This is an optimization exercise on Yosys and OpenROAD, whose aim is small area and a short achievable clock period, not a production implementation. Only simulation tests tie the RTL to the original design; equivalence was not proved.

== before ==
Design div32p2, start of the top module:
module div32p2(
    input  wire [63:0] x,
    input  wire [31:0] d,
    output wire [31:0] q,
    output wire [31:0] r,
    input  wire        clk,
    input  wire        rstn);
    wire [31:0] dn = ~d;
    wire sa0_q;
    wire [31:0] sa0_pn;
    dstep u_sa0 (.p(x[63:32]), .b(x[31]), .d(dn), .q(sa0_q), .pn(sa0_pn));
    wire sa1_q;
    wire [31:0] sa1_pn;
    dstep u_sa1 (.p(sa0_pn), .b(x[30]), .d(dn), .q(sa1_q), .pn(sa1_pn));
    wire sa2_q;
    wire [31:0] sa2_pn;
    dstep u_sa2 (.p(sa1_pn), .b(x[29]), .d(dn), .q(sa2_q), .pn(sa2_pn));
    wire sa3_q;
    wire [31:0] sa3_pn;
    dstep u_sa3 (.p(sa2_pn), .b(x[28]), .d(dn), .q(sa3_q), .pn(sa3_pn));
    wire sa4_q;
    wire [31:0] sa4_pn;
    dstep u_sa4 (.p(sa3_pn), .b(x[27]), .d(dn), .q(sa4_q), .pn(sa4_pn));
    wire sa5_q;
    wire [31:0] sa5_pn;
    dstep u_sa5 (.p(sa4_pn), .b(x[26]), .d(dn), .q(sa5_q), .pn(sa5_pn));
    wire sa6_q;
    wire [31:0] sa6_pn;
    dstep u_sa6 (.p(sa5_pn), .b(x[25]), .d(dn), .q(sa6_q), .pn(sa6_pn));
    wire sa7_q;
    wire [31:0] sa7_pn;
    dstep u_sa7 (.p(sa6_pn), .b(x[24]), .d(dn), .q(sa7_q), .pn(sa7_pn));
    reg [31:0] p1;
    reg [31:0] d1;   
    reg [23:0] x1;
    reg [31:24] q1;
    always @(posedge clk) begin
        p1 <= sa7_pn;
        d1 <= dn;
        x1 <= x[23:0];
  ...
For scale: about 12000 cells after synthesis, roughly 190 flip-flops, about 160 I/O pins, roughly 61000 µm² of cells after synthesis.
clock: 95.0 ns
lec_check: 0
abc_area: 1
cap_margin: 50
core_margin: 2
core_utilization: 45
gpl_timing_driven: 0
place_density: 0.72
slew_margin: 70
synth_hierarchical: 1
standard.sh (not shown) runs the stock make flow with config.mk's settings and CLKGATE_MAP_FILE= SYNTH_SCRIPT=/design/flow/synth_recipe.tcl, a recipe that flattens the netlist after the stock synthesis.
==> flow/flow/run.sh <==
#!/bin/bash
# The standard layout (the standard.sh, synthesis unchanged), except that the port
# buffers that placement inserts on every input and output are sky130_fd_sc_hd__buf_2
# instead of the delay cell clkdlybuf4s50_1 the default picks.
set -euo pipefail
export BUFFER_PORTS_ARGS="-buffer_cell sky130_fd_sc_hd__buf_2"
bash standard.sh > standard.log 2>&1
Having completed the whole flow, before delivered a layout that passed the timing, DRC and antenna checks.
Edits applied to the flow inputs when going from before to after:
- changing PLACE_DENSITY from 0.72 to 0.85
Per the final summary, after finished and its layout is clean on timing, DRC and antenna.
Routed wire length on met2 in after vs before: down 6.2 mm
In terms of sequential share of cell area, after and before differ only marginally.
In after, the number of cells traversed by the worst register-to-register path came out about 0.43% above the value in before.
Slew at the pin with the worst max-slew slack: after lower than before
met1 layer wirelength in the final routing for after: 940 µm up relative to before
Changes observed in after relative to before: final standard cell utilization of the core roughly the same, global-route usage lower, post-layout worst setup margin higher.

## run 1
div32p2 again, from the RTL that the note above started with.
Settings: LEC_CHECK=0, ABC_AREA=1, CAP_MARGIN=50, CORE_MARGIN=2, CORE_UTILIZATION=45, GPL_TIMING_DRIVEN=0, PLACE_DENSITY=0.95, SLEW_MARGIN=70, SYNTH_HIERARCHICAL=1; clock period 95.0 ns.
Scripts as last shown in full above: flow/flow/run.sh
Run 1: no failed stages, no open violations at the end
--- input diff run 1..run 2 ---
Settings: CORE_UTILIZATION now 58, was 45; PLACE_DENSITY now 0.85, was 0.95.
==> comparison <==
Worst setup slack is higher on run 1. Status: sequential share of layout area parity (run 2, run 1). Against run 1, run 2 comes in 1 lower on clock buffer count in the final layout. Later-pin clock latency in the skew report essentially unchanged between run 1 and run 2.
Edits applied to the flow inputs when going from run 2 to run 3:
Settings: CORE_UTILIZATION: 58 -> 45; PLACE_DENSITY: 0.85 -> 0.6.
==> flow/run.sh (new file) <==
#!/bin/bash
# synth_recipe.tcl (not shown) runs the flow's synth.tcl, then flattens the netlist and writes it again
# the make line also repeats each setting of config.mk as NAME=value (left out here)
make -C /OpenROAD-flow-scripts/flow DESIGN_CONFIG=/design/flow/config.mk WORK_HOME=/design/flow/orfs CLKGATE_MAP_FILE= SYNTH_SCRIPT=/design/flow/synth_recipe.tcl finish
removed: flow/flow/run.sh
removed: flow/standard.sh
[summary]
No stage failed in run 3, and the final checks on the layout all came back clean.
Run 3 ended up with sky130_fd_sc_hd__clkdlybuf4s50_1 as its slowest library cell on the worst path; run 2 ended up with sky130_fd_sc_hd__o21ai_0.
The setup slack of run 3 is smaller than that of run 2.
Run 3 against run 2: vertical die dimension climbed 13%, final number of setup-violating endpoints now sits at about the same level, share of the yosys chip area belonging to registers barely changed, global-route total usage across every layer fell 4.8 points.
Measured against each other, run 3 and run 2 differ in area share of buffers outside the clock network, the higher figure coming from run 3.
Summary of run 3 over run 2: sequential share of layout area closely matched the old numbers; utilization decreased by 13 points relative to the old numbers.
The last element of the critical path comes out p1[19] in one run and p1[22] in the other, namely in run 3 and run 2 respectively.
In run 3 relative to run 2, number of cells on the critical path had gone down slightly.
What run 4 does differently from run 3 at the input level:
==> flow/flow/run.sh (new file) <==
#!/bin/bash
# The standard layout (the standard.sh, synthesis unchanged), except that the port
# buffers that placement inserts on every input and output are sky130_fd_sc_hd__buf_2
# instead of the delay cell clkdlybuf4s50_1 the default picks.
set -euo pipefail
export BUFFER_PORTS_ARGS="-buffer_cell sky130_fd_sc_hd__buf_2"
bash standard.sh > standard.log 2>&1
==> flow/standard.sh (new file) <==
#!/bin/bash
# synth_recipe.tcl (not shown) runs the flow's synth.tcl, then flattens the netlist and writes it again
# the make line also repeats each setting of config.mk as NAME=value (left out here)
make -C /OpenROAD-flow-scripts/flow DESIGN_CONFIG=/design/flow/config.mk WORK_HOME=/design/flow/orfs CLKGATE_MAP_FILE= SYNTH_SCRIPT=/design/flow/synth_recipe.tcl "${@:-finish}"
removed: flow/run.sh
## What came out
- Summary of run 4 over run 3: worst slew margin relative to its limit fell 1.0 points; net count after synthesis about even.
- In run 4 relative to run 3, wire length reported by the detailed router had gone down slightly.
- Worst-skew pair later-pin latency essentially unchanged between run 4 and run 3.
- Diff run 3..run 4 | maximum fanout along the worst path | unchanged
- Against run 3, run 4 reports a number of antenna violations at the first check in global routing that is higher.
- Where final worst slack is concerned, run 3 is outperformed by run 4.

== job 7052 ==
Another version of the RTL of div32p2 (not shown whole).
Size in the first run: ~13000 cells after synthesis, about 190 flip-flops, about 65000 um2 of cells after synthesis.
clock: 95.0 ns
lec_check: 0
abc_area: 1
cap_margin: 50
core_margin: 2
core_utilization: 45
gpl_timing_driven: 0
place_density: 0.6
slew_margin: 70
synth_hierarchical: 1
==> flow/flow/run.sh <==
#!/bin/bash
# The standard layout (the standard.sh, synthesis unchanged), except that the port
# buffers that placement inserts on every input and output are sky130_fd_sc_hd__buf_4
# instead of the delay cell clkdlybuf4s50_1 the default picks.
set -euo pipefail
export BUFFER_PORTS_ARGS="-buffer_cell sky130_fd_sc_hd__buf_4"
bash standard.sh > standard.log 2>&1
The inputs of job 4469 differ from those of job 7052 as listed below.
==> flow/flow/run.sh <==
#!/bin/bash
# The standard layout (the standard.sh, synthesis unchanged), with ORFS's timing repair
# asked to leave 64 ns of setup slack at the design's clock period: it sizes up and
# buffers the long paths further than it does by default (which stops at 0 ns).
set -euo pipefail
export SETUP_SLACK_MARGIN=64
bash standard.sh > standard.log 2>&1
==> comparison <==
No stage failed in job 7052, and the final checks on the layout all came back clean. Job 4469 | status: complete | timing, DRC, antenna: pass. Proportion of register bits with asynchronous set or reset after synthesis of job 7052 is on par with job 4469. As far as count of clock-buffer cells in the layout goes, job 4469 and job 7052 are indistinguishable; the numbers are identical. Post-cts gate resize count | job 4469 above job 7052. Job 7052 has lower first-pass GRT wire length than job 4469. There was hardly any difference in well-tap cell count between job 7052 and job 4469. The cell with the biggest individual delay on the critical path comes out o21ai_0 in one run and or2_4 in the other, namely in job 7052 and job 4469 respectively. Number of buffers outside the clock class in the layout up 402 in job 4469 wrt job 7052. Job 4469 vs. job 7052: total met2 wirelength after detailed routing saw an increase; area growth from synthesis to layout saw an increase; number of standard cells in the final layout excluding fillers saw an increase. Compared with job 7052, job 4469 shows a higher cell area after layout.
Input changes introduced in job 6608 (baseline for comparison: job 4469):
Settings: a change of CAP_MARGIN from 50 to 40; a change of SLEW_MARGIN from 70 to 60.
==> flow/run.sh (new file) <==
#!/bin/bash
# synth_recipe.tcl (not shown) runs the flow's synth.tcl, then flattens the netlist and writes it again
# the make line also repeats each setting of config.mk as NAME=value (left out here)
make -C /OpenROAD-flow-scripts/flow DESIGN_CONFIG=/design/flow/config.mk WORK_HOME=/design/flow/orfs CLKGATE_MAP_FILE= SYNTH_SCRIPT=/design/flow/synth_recipe.tcl finish
removed: flow/flow/run.sh
removed: flow/standard.sh
[summary]
- Summary: wire length, job 6608 better than job 4469
- Between job 4469 and job 6608, the flow reports global-route wire length before repair decreasing slightly.
- Every stage of the flow completed for job 6608, and the final layout passed the timing, DRC and antenna checks.
- As of job 6608, flip-flop and latch area had fallen by a few percent compared to job 4469.
- The initial antenna violation count of job 6608 is lower than that of job 4469.
- On tightest hold margin, job 6608 tracks job 4469 almost exactly.
Setup changes, job 6608 to job 7038
Settings: SLEW_MARGIN: 60 -> 70; CAP_MARGIN: 40 -> 50.
==> flow/flow/run.sh (new file) <==
#!/bin/bash
# The standard layout (the standard.sh, synthesis unchanged), except that the port
# buffers that placement inserts on every input and output are sky130_fd_sc_hd__buf_2
# instead of the delay cell clkdlybuf4s50_1 the default picks.
set -euo pipefail
export BUFFER_PORTS_ARGS="-buffer_cell sky130_fd_sc_hd__buf_2"
bash standard.sh > standard.log 2>&1
==> flow/standard.sh (new file) <==
#!/bin/bash
# synth_recipe.tcl (not shown) runs the flow's synth.tcl, then flattens the netlist and writes it again
# the make line also repeats each setting of config.mk as NAME=value (left out here)
make -C /OpenROAD-flow-scripts/flow DESIGN_CONFIG=/design/flow/config.mk WORK_HOME=/design/flow/orfs CLKGATE_MAP_FILE= SYNTH_SCRIPT=/design/flow/synth_recipe.tcl "${@:-finish}"
removed: flow/run.sh
## What came out
- Job 6608 → job 7038: fraction of met1 tracks used by global routing decreased by 0.32 points relative to the old numbers, smallest setup slack after layout increased by 910 ps relative to the old numbers, final period demand of the worst path decreased by 910 ps relative to the old numbers.
Setup changes, job 7038 to job 9003
Settings: SLEW_MARGIN changed from 70 to 78; CAP_MARGIN changed from 50 to 60.
==> flow/run.sh (new file) <==
#!/bin/bash
# synth_recipe.tcl (not shown) runs the flow's synth.tcl, then flattens the netlist and writes it again
# the make line also repeats each setting of config.mk as NAME=value (left out here)
make -C /OpenROAD-flow-scripts/flow DESIGN_CONFIG=/design/flow/config.mk WORK_HOME=/design/flow/orfs CLKGATE_MAP_FILE= SYNTH_SCRIPT=/design/flow/synth_recipe.tcl finish
removed: flow/flow/run.sh
removed: flow/standard.sh
--- outcome ---
- Delta (job 9003 minus job 7038): worst slack at placement saw a decrease; count of TritonRoute iterations in the first routing pass saw an increase; synthesis-to-layout area growth saw an increase; setup slack saw a decrease.
- Job 9003: worst-margin pin slew 120 ps below job 7038
- [compare] base=job 7038 new=job 9003: final core utilization grew by 1.2 points.
- In job 9003 the antenna diode instance count turned out 2 lower than in job 7038.
- met5 as the highest routing layer actually used was reported by job 7038, and met4 by job 9003.
The inputs of job 1648 differ from those of job 9003 as listed below.
Settings: CAP_MARGIN now 50, was 60; SLEW_MARGIN now 70, was 78.
--- outcome ---
Job 1648 -> job 9003: die area delta 0, exact match
Looking only at synthesis-to-finish area growth, and setting everything else aside, the higher value of job 1648 and job 9003 goes to job 9003.
Job 1648 vs. job 9003: area fraction of clock buffers and clock inverters roughly the same; ratio of final minimum period to clock period fell 0.23 points; total wirelength of the detailed-routed design moved down.
Number of flops mapped to enable cells by yosys: job 9003 vs job 1648 identical
On critical path depth: between job 1648 and job 9003, it ends up lower for job 1648.

## re-timing with driven ports
The results above use ideal ports. As a check the final layouts listed here were re-extracted and re-timed, cells and wires unchanged. Step 1: set_driving_cell puts a clkbuf_16 on clk and a buf_2 on each other input, an assumption about the parent block. Step 2 moves the port delays by t, midway between the first and last clock arrival at a register: inputs arrive t later, outputs are due t later. That takes back most of the time a late clock gives input paths. Slacks: ideal ports / drivers / drivers and shift; pairs: ideal ports / drivers.
run	t (ns)	setup slack, ns	worst setup path after step 2	worst slew at a driven data input, ns
before	0.616	61.214 / 61.275 / 60.659	input to register	0.06
after	0.605	61.305 / 61.354 / 60.750	input to register	0.09
run 1	0.595	61.146 / 61.203 / 60.608	input to register	0.11
run 2	0.605	60.753 / 60.807 / 60.202	input to register	0.08
run 3	0.614	60.122 / 60.173 / 59.559	input to register	0.05
run 4	0.609	60.554 / 60.615 / 60.006	input to register	0.05
job 7052	0.641	62.294 / 62.262 / 61.710	input to register	0.17
job 4469	0.645	63.022 / 62.958 / 62.396	input to register	0.20
job 6608	0.623	61.358 / 61.402 / 60.779	input to register	0.16
job 7038	0.619	62.272 / 62.247 / 61.697	input to register	0.19
job 9003	0.633	61.810 / 61.863 / 61.231	input to register	0.20
job 1648	0.638	62.028 / 61.948 / 61.478	input to register	0.18
After both steps every run listed still meets setup and hold. For job 4469, which loses most, drivers alone change the setup slack by -0.064 ns; drivers and shift together by -0.626 ns.
